Context: an optimization exercise on an open-source flow, tuned for small area. The choices shown serve that exercise and are no tape-out recipe.
Only simulation tests tie the RTL to the original design; equivalence was not proved.
Power figures rest on the tool's default switching activity, not on a simulated workload.

// I2C_controller
module I2C_controller (
    input clk,
    input rst_n,
    input enable,
    input [7:0] set_scl_div,
    output reg [7:0] scl_div,
    input start_trans,
    input stop_trans,
    input rd_clr,
    input wr_rdy,
    output rd_reg_full,
    output wr_reg_empty,
    input [6:0] set_local_addr,
    output reg [6:0] local_addr,
    input [7:0] byte_wr_i,
    output [7:0] byte_rd_o,
    output reg bus_busy,
    output is_master,
    output trans_start,
    output addr_match,
    output trans_dir,
    output get_nack,
    output bus_err,
    output byte_wait,
    output reg arbit_fail,
    output trans_stop,
    input scl_i,
    output scl_o,
    input sda_i,
    output sda_o
);
    wire rst_sync_n;
    reset_generator U_reset (
        .clk       (clk),
        .rst_n     (rst_n),
        .rst_sync_n(rst_sync_n)
    );
    reg scl_last, sda_last;
    always @(posedge clk or negedge rst_sync_n) begin
        if (!rst_sync_n) begin
            scl_last <= 1'b1;
            sda_last <= 1'b1;
        end
        else begin
            scl_last <= scl_i;
            sda_last <= sda_i;
        end
    end
    wire fall  = scl_last & ~scl_i;
    wire rise  = ~scl_last & scl_i;
    wire cond_start = scl_i & sda_last & ~sda_i;
    wire cond_stop  = scl_i & ~sda_last & sda_i;
  ...
Size: about 110 flip-flops, about 69 I/O pins, roughly 0.0055 sq mm of cells after synthesis.
export LEC_CHECK = 0
export CAP_MARGIN = 20
export CORE_MARGIN = 2
export CORE_UTILIZATION = 40
export SLEW_MARGIN = 20
create_clock -name core_clock -period 10.0 [get_ports {clk}]
standard.sh (not shown) runs the stock make flow with config.mk's settings and CLKGATE_MAP_FILE= SYNTH_SCRIPT=/design/flow/synth_recipe.tcl, a recipe that flattens the netlist after the stock synthesis.
==> flow/flow/run.sh <==
#!/bin/bash
# The standard layout (standard.sh), with three changes that only affect
# cell sizes, never the registers:
#  - synthesis maps the logic with an area-oriented ABC script (flow/abc_area.script)
#    instead of ORFS's delay-oriented one: a copy of ORFS's scripts folder whose
#    abc_speed.script is replaced is used for the synth step only
#  - port buffers use sky130_fd_sc_hd__buf_1
#  - clock tree synthesis uses clkbuf_8 and no dummy loads
# Each step's full output goes to its own log file in the work folder.
set -euo pipefail
cd "$(dirname "$0")/.."
WORK=$PWD
rm -rf "$WORK/synth_scripts"
cp -r "$FLOW_HOME/scripts" "$WORK/synth_scripts"
cp "$WORK/flow/abc_area.script" "$WORK/synth_scripts/abc_speed.script"
bash standard.sh SCRIPTS_DIR="$WORK/synth_scripts" synth > "$WORK/log_synth.log" 2>&1
bash standard.sh \
  BUFFER_PORTS_ARGS="-buffer_cell sky130_fd_sc_hd__buf_1" \
  CTS_ARGS="${CTS_ARGS_OVERRIDE:--sink_clustering_enable -repair_clock_nets -dont_use_dummy_load -buf_list sky130_fd_sc_hd__clkbuf_8}" \
  finish > "$WORK/log_layout.log" 2>&1
==> flow/flow/abc_area.script <==
strash
ifraig
scorr
dc2
strash
&get -n
&dch -f
&nf -R 1000 -p
&put
The baseline produced a clean layout.
Then changed:
==> flow/flow/run.sh (replaced) <==
#!/bin/bash
set -euo pipefail
cd "$(dirname "$0")/.."
bash standard.sh \
  BUFFER_PORTS_ARGS="-buffer_cell sky130_fd_sc_hd__buf_1" \
  CTS_ARGS="-sink_clustering_enable -repair_clock_nets -dont_use_dummy_load -buf_list sky130_fd_sc_hd__clkbuf_8" \
  finish > flow_make.log 2>&1
removed: flow/flow/abc_area.script
- first-iteration DRC count climbs by well over a third
- clock power drops by a few percent
- worst setup slack is better by 0.50 ns
- sequential power climbs slightly
- sequential share of layout area drops by 3.0 points
- utilization drops by 2.3 points
Then changed:
==> flow/flow/run.sh (replaced) <==
#!/bin/bash
# The standard layout (standard.sh), with three changes that only affect
# cell sizes, never the registers:
#  - synthesis maps the logic with an area-oriented ABC script (flow/abc_area.script)
#    instead of ORFS's delay-oriented one: a copy of ORFS's scripts folder whose
#    abc_speed.script is replaced is used for the synth step only
#  - port buffers use sky130_fd_sc_hd__buf_1
#  - clock tree synthesis uses clkbuf_8 and no dummy loads
# Each step's full output goes to its own log file in the work folder.
set -euo pipefail
cd "$(dirname "$0")/.."
WORK=$PWD
mkdir -p "$WORK/tmp"
export TMPDIR="$WORK/tmp"
rm -rf "$WORK/synth_scripts"
cp -r "$FLOW_HOME/scripts" "$WORK/synth_scripts"
cp "$WORK/flow/abc_area.script" "$WORK/synth_scripts/abc_speed.script"
bash standard.sh SCRIPTS_DIR="$WORK/synth_scripts" synth > "$WORK/log_synth.log" 2>&1
bash standard.sh \
  BUFFER_PORTS_ARGS="-buffer_cell sky130_fd_sc_hd__buf_1" \
  CTS_ARGS="${CTS_ARGS_OVERRIDE:--sink_clustering_enable -repair_clock_nets -dont_use_dummy_load -buf_list sky130_fd_sc_hd__clkbuf_8}" \
  finish > "$WORK/log_layout.log" 2>&1
==> flow/flow/abc_area.script (new file) <==
strash
ifraig
scorr
dc2
strash
&get -n
&dch -f
&nf -R 1000 -p
&put
Settings changed: GPL_TIMING_DRIVEN set to 0.
The changed run went through all stages and came out clean.
Setup slack degrades by 0.61 ns.
Wire length goes down by 5.5%.
Global-route usage goes up by 1.7 points.
Final area goes down by 5.9%.

========
I2C_controller, a different RTL version from the one above (not shown whole).
For scale: roughly 600 cells after synthesis, ~69 I/O pins.
clock: 10.0 ns
lec_check: 0
cap_margin: 20
core_margin: 2
core_utilization: 65
slew_margin: 20
==> flow/flow/run.sh <==
#!/bin/bash
# The standard layout (standard.sh), with three changes that only affect
# cell sizes, never the registers:
#  - synthesis maps the logic with an area-oriented ABC script (flow/abc_area.script)
#    instead of ORFS's delay-oriented one: a copy of ORFS's scripts folder whose
#    abc_speed.script is replaced is used for the synth step only
#  - port buffers use sky130_fd_sc_hd__buf_1
#  - clock tree synthesis uses clkbuf_8 and no dummy loads
# Each step's full output goes to its own log file in the work folder.
set -euo pipefail
cd "$(dirname "$0")/.."
WORK=$PWD
mkdir -p "$WORK/tmp"
export TMPDIR="$WORK/tmp"
rm -rf "$WORK/synth_scripts"
cp -r "$FLOW_HOME/scripts" "$WORK/synth_scripts"
cp "$WORK/flow/abc_area.script" "$WORK/synth_scripts/abc_speed.script"
bash standard.sh SCRIPTS_DIR="$WORK/synth_scripts" synth > "$WORK/log_synth.log" 2>&1
bash standard.sh \
  BUFFER_PORTS_ARGS="-buffer_cell sky130_fd_sc_hd__buf_1" \
  CTS_ARGS="${CTS_ARGS_OVERRIDE:--sink_clustering_enable -repair_clock_nets -dont_use_dummy_load -buf_list sky130_fd_sc_hd__clkbuf_8}" \
  finish > "$WORK/log_layout.log" 2>&1
==> flow/flow/abc_area.script <==
strash
ifraig
scorr
dc2
strash
&get -n
&dch -f
&nf -R 1000 -p
&put
The baseline went through all stages and came out clean.
Rerun with:
--- a/flow/config.mk
+++ b/flow/config.mk
@@ -10 +10 @@
-export CORE_UTILIZATION = 65
+export CORE_UTILIZATION = 40
Effect:
- The new run passed the timing, DRC and antenna checks
- via count went down by about 3.5%
- routed wire length went up by about 5.6%
- non-clock buffer count went down by 1
- final cell count went up by about 9%
- sequential share of layout area went down by 0.60 points
- utilization went down by 30 points
- total power went up by about 0.9%

what the ideal ports hide:
How much do the figures lean on ideal ports? The routed layouts below were timed once more, with nothing changed but the port constraints.
Step 1 assumes that a clkbuf_16 drives the clock port and a buf_2 every other input.
Step 2, shift: input delay + t, output delay - t, t = (earliest + latest rising clock arrival at the registers) / 2. This alone moves slack from input paths to output paths.
a / b / c = no drivers / after step 1 / after step 2; a / b = the first two.
run	t, ns	slack for setup (ns)	worst setup path at the end
the first run of note 1	0.406	3.953 / 3.930 / 3.930	input to output
the second run of note 1	0.396	4.454 / 4.430 / 4.430	input to output
the third run of note 1	0.403	3.842 / 3.814 / 3.814	input to output
the first run of note 2	0.389	4.097 / 4.071 / 4.071	input to output
the second run of note 2	0.410	4.138 / 4.115 / 4.115	input to output
After both steps setup and hold are still met in every run listed. For the third run of note 1, which loses most, drivers alone change the setup slack by -0.028 ns; drivers and shift together by -0.028 ns.
